This is an optimization exercise on Yosys and OpenROAD, whose aim is small area, a short achievable clock period and few clock cycles, not a production implementation.
RTL that was checked went through simulation tests only; none was proved equivalent to the original.
Power is estimated from default activity; no workload was simulated.

==> flow/design.v (excerpt) <==
module ipdc (                        
	input         i_clk,
	input         i_rst_n,
	input         i_op_valid,
	input  [ 2:0] i_op_mode,
	input         i_in_valid,
	input  [23:0] i_in_data,
	output        o_in_ready,
	output        o_out_valid,
	output [23:0] o_out_data
);
clock: 10.0 ns
lec_check: 0
cap_margin: 10
core_margin: 2
core_utilization: 40
cts_cluster_diameter: 120
cts_cluster_size: 30
slew_margin: 10
standard.sh (not shown) runs the stock make flow with config.mk's settings and CLKGATE_MAP_FILE= SYNTH_SCRIPT=/design/flow/synth_recipe.tcl, a recipe that flattens the netlist after the stock synthesis.
==> flow/flow/run.sh <==
#!/bin/bash
# Standard ORFS layout; timing repair aims for a setup slack of 6.85 ns
# against the 10 ns clock, i.e. for a cycle of about 3.15 ns.
bash standard.sh SETUP_SLACK_MARGIN=6.85 finish > standard.log 2>&1
The first run finished with timing, DRC and antenna clean.
Testbench counts at the start, summed over its fixed seeds: cycles 13,449.
Then changed:
==> flow/flow/run.sh (replaced) <==
#!/bin/bash
# Standard ORFS layout; timing repair aims for a setup slack of 6.75 ns
# against the 10 ns clock, i.e. for a cycle of about 3.25 ns.
bash standard.sh SETUP_SLACK_MARGIN=6.75 finish > standard.log 2>&1
--- a/flow/config.mk
+++ b/flow/config.mk
@@ -9,3 +9,3 @@
 export CORE_MARGIN = 2
-export CORE_UTILIZATION = 40
+export CORE_UTILIZATION = 50
 export CTS_CLUSTER_DIAMETER = 120
What happened: The new run produced a clean layout. Die area shrinks by 20%. Register-to-register slack is worse by 0.03 ns. Via count hardly moves. Synthesized area does not change.
Then changed:
--- a/flow/config.mk
+++ b/flow/config.mk
@@ -7,7 +7,8 @@
 export LEC_CHECK = 0
-export CAP_MARGIN = 10
+export ABC_AREA = 1
+export CAP_MARGIN = 20
 export CORE_MARGIN = 2
-export CORE_UTILIZATION = 50
-export CTS_CLUSTER_DIAMETER = 120
+export CORE_UTILIZATION = 40
+export CTS_CLUSTER_DIAMETER = 80
 export CTS_CLUSTER_SIZE = 30
-export SLEW_MARGIN = 10
+export SLEW_MARGIN = 20
The changed run ran to the end with no violations.
Power rises by 11%.
Non-clock buffer count goes down by 19.
Worst setup slack loses 0.047 ns.

* * *

## run a
ipdc, a different RTL version from the one above (not shown whole).
For scale: ~4700 cells after synthesis, about 57 I/O pins.
## ipdc
module ipdc (                        
	input         i_clk,
	input         i_rst_n,
	input         i_op_valid,
	input  [ 2:0] i_op_mode,
	input         i_in_valid,
	input  [23:0] i_in_data,
	output        o_in_ready,
	output        o_out_valid,
	output [23:0] o_out_data
);
export LEC_CHECK = 0
export CAP_MARGIN = 20
export CORE_MARGIN = 2
export CORE_UTILIZATION = 40
export CTS_CLUSTER_DIAMETER = 80
export CTS_CLUSTER_SIZE = 30
export SLEW_MARGIN = 20
create_clock -name core_clock -period 10.0 [get_ports {i_clk}]
==> flow/flow/run.sh <==
#!/bin/bash
# Standard ORFS layout with two changes:
#  - timing repair aims for a setup slack of 6.85 ns against the 10 ns clock
#    (a cycle of about 3.15 ns), and ports are buffered with buf_6;
#  - after the floorplan, the registers that drive output ports are given
#    their strongest drive (same cell type, larger size), see size_io.tcl.
set -euo pipefail
M=SETUP_SLACK_MARGIN=6.85
B='BUFFER_PORTS_ARGS=-buffer_cell sky130_fd_sc_hd__buf_6'
bash standard.sh "$M" "$B" floorplan > standard_floorplan.log 2>&1
openroad -no_init -exit flow/size_io.tcl > size_io.log 2>&1
bash standard.sh "$M" "$B" finish > standard_finish.log 2>&1
==> flow/flow/size_io.tcl <==
# Upsize the flip-flops that drive output ports in the floorplanned design.
set odb orfs/results/sky130hd/ipdc/base/2_floorplan.odb
read_liberty $::env(FLOW_HOME)/platforms/sky130hd/lib/sky130_fd_sc_hd__tt_025C_1v80.lib
read_db $odb
foreach inst [get_cells *] {
    set name [get_name $inst]
    if {![regexp {^(ov|in_ready_r|od\[[0-9]+\])\$} $name]} { continue }
    set cell [get_property [get_lib_cells -of_objects $inst] name]
    if {$cell eq "sky130_fd_sc_hd__dfrtp_1"} {
        replace_cell $inst sky130_fd_sc_hd__dfrtp_4
        puts "upsized $name to dfrtp_4"
    } elseif {$cell eq "sky130_fd_sc_hd__dfxtp_1"} {
        replace_cell $inst sky130_fd_sc_hd__dfxtp_4
        puts "upsized $name to dfxtp_4"
    }
}
write_db $odb
Run a: PASS, flow complete, no timing, DRC or antenna violations
Testbench counts of run a, summed over its fixed seeds: cycles 13,349.
What run b does differently from run a at the input level:
==> flow/flow/run.sh <==
#!/bin/bash
# Standard ORFS layout; timing repair aims for a setup slack of 6.75 ns
# against the 10 ns clock, i.e. for a cycle of about 3.25 ns.
bash standard.sh SETUP_SLACK_MARGIN=6.75 finish > standard.log 2>&1
removed: flow/flow/size_io.tcl
Findings:
Between run b and run a, number of antenna violations at the first check in global routing is lower for run b, run a comes in above that. In the final reports, the cell area of run b is smaller than that of run a. Run b -> run a: total power flat. On placement-stage worst setup slack: between run b and run a, it ends up lower for run b. Taking run a as the reference point, the final cycle utilization of the critical path of run b rises by 0.67 points. Run b against run a: switching power now larger; total wire length -1.9%.

* * *

Another version of the RTL of ipdc (not shown whole).
Size in the first run: ~2100 flip-flops, ~57 I/O pins.
clock: 10.0 ns
lec_check: 0
cap_margin: 20
core_margin: 2
core_utilization: 40
slew_margin: 20
==> flow/flow/run.sh <==
#!/bin/bash
# Standard ORFS layout; timing repair aims for a setup slack of 6.5 ns
# against the 10 ns clock, i.e. for a cycle of about 3.5 ns.
bash standard.sh SETUP_SLACK_MARGIN=6.5 finish > standard.log 2>&1
The baseline finished with timing, DRC and antenna clean.
Then changed:
==> flow/flow/run.sh (replaced) <==
#!/bin/bash
# Standard ORFS layout; timing repair aims for a setup slack of 7 ns
# against the 10 ns clock, i.e. for a cycle of about 3 ns.
bash standard.sh SETUP_SLACK_MARGIN=7 finish > standard.log 2>&1
- CTS_BUF_LIST: unset -> sky130_fd_sc_hd__clkbuf_8
The changed run produced a clean layout.
Synthesized cell count stays the same.
Via count goes up by 2.8%.
Worst hold slack loses 0.013 ns.
Non-clock buffer count came out higher by 45.
Worst setup slack is worse by 0.033 ns.
Clock-buffer cell count increases by 147.
Then changed:
==> flow/flow/run.sh (replaced) <==
#!/bin/bash
# Standard ORFS layout; timing repair aims for a setup slack of 6.75 ns
# against the 10 ns clock, i.e. for a cycle of about 3.25 ns.
bash standard.sh SETUP_SLACK_MARGIN=6.75 finish > standard.log 2>&1
- CTS_BUF_LIST: sky130_fd_sc_hd__clkbuf_8 -> unset
Outcome:
- flip-flop and latch count is unchanged
- core utilization decreases by 0.46 points
- clock power increases by 9.7%
- routed wire length decreases by 1.9%
- final area decreases by 0.95%
- power increases by 1.2%
- synthesized cell count does not change
- setup slack improves by 0.13 ns
- non-clock buffer count decreases by 34
- die area stays the same
- clock-buffer cell count decreases by 147
Then changed:
==> flow/flow/run.sh (replaced) <==
#!/bin/bash
# Standard ORFS layout; timing repair aims for a setup slack of 7.0 ns
# against the 10 ns clock, i.e. for a cycle of about 3.0 ns.
bash standard.sh SETUP_SLACK_MARGIN=7.0 finish > standard.log 2>&1
The changed run went through all stages and came out clean.
Total power went up by 2.2%.
Cell count went up by 0.45%.
Final area went up by 1.6%.
First-iteration DRC count went up by 6.0%.
No run of this note included a check of the RTL's function; only the layout flow was run.

-- what the ideal ports hide --
In the flow no input, the clock included, has a driving cell. The finished layouts below were timed again as built, in two steps.
Step 1, drivers: a clkbuf_16 drives i_clk and a buf_2 each remaining input, both assumed.
Step 2 also shifts input and output timing later by t, the mid clock arrival at the registers, as if the neighbouring blocks saw the same clock.
Three values: ideal, step 1, step 2; two values: the first two.
run | t, ns | setup slack, ns | worst hold slack (ns) | latest minus earliest clock arrival (ns) | worst data-port slew with drivers (ns)
the first run of note 1 | 0.788 | 6.755 / 6.679 / 6.338 | 0.321 / 0.321 / 0.321 | 0.029 / 0.029 | 0.07
the second run of note 1 | 0.772 | 6.748 / 6.677 / 6.304 | 0.315 / 0.315 / 0.315 | 0.044 / 0.044 | 0.04
the third run of note 1 | 0.824 | 6.700 / 6.623 / 6.092 | 0.295 / 0.295 / 0.295 | 0.055 / 0.055 | 0.04
run a | 0.791 | 6.480 / 6.480 / 6.480 | 0.315 / 0.315 / 0.315 | 0.038 / 0.038 | 0.06
run b | 0.809 | 6.413 / 6.413 / 6.345 | 0.311 / 0.311 / 0.311 | 0.042 / 0.042 | 0.05
the first run of note 3 | 0.872 | 6.583 / 6.514 / 5.950 | 0.299 / 0.299 / 0.299 | 0.046 / 0.046 | 0.07
the second run of note 3 | 1.034 | 6.550 / 6.478 / 6.233 | 0.286 / 0.286 / 0.286 | 0.071 / 0.072 | 0.08
the third run of note 3 | 0.874 | 6.679 / 6.610 / 6.254 | 0.296 / 0.296 / 0.296 | 0.047 / 0.046 | 0.07
the fourth run of note 3 | 0.876 | 6.692 / 6.621 / 6.233 | 0.293 / 0.293 / 0.293 | 0.045 / 0.044 | 0.08
After both steps setup and hold are still met in every run listed. For the first run of note 3, which loses most, drivers alone change the setup slack by -0.069 ns; drivers and shift together by -0.633 ns.
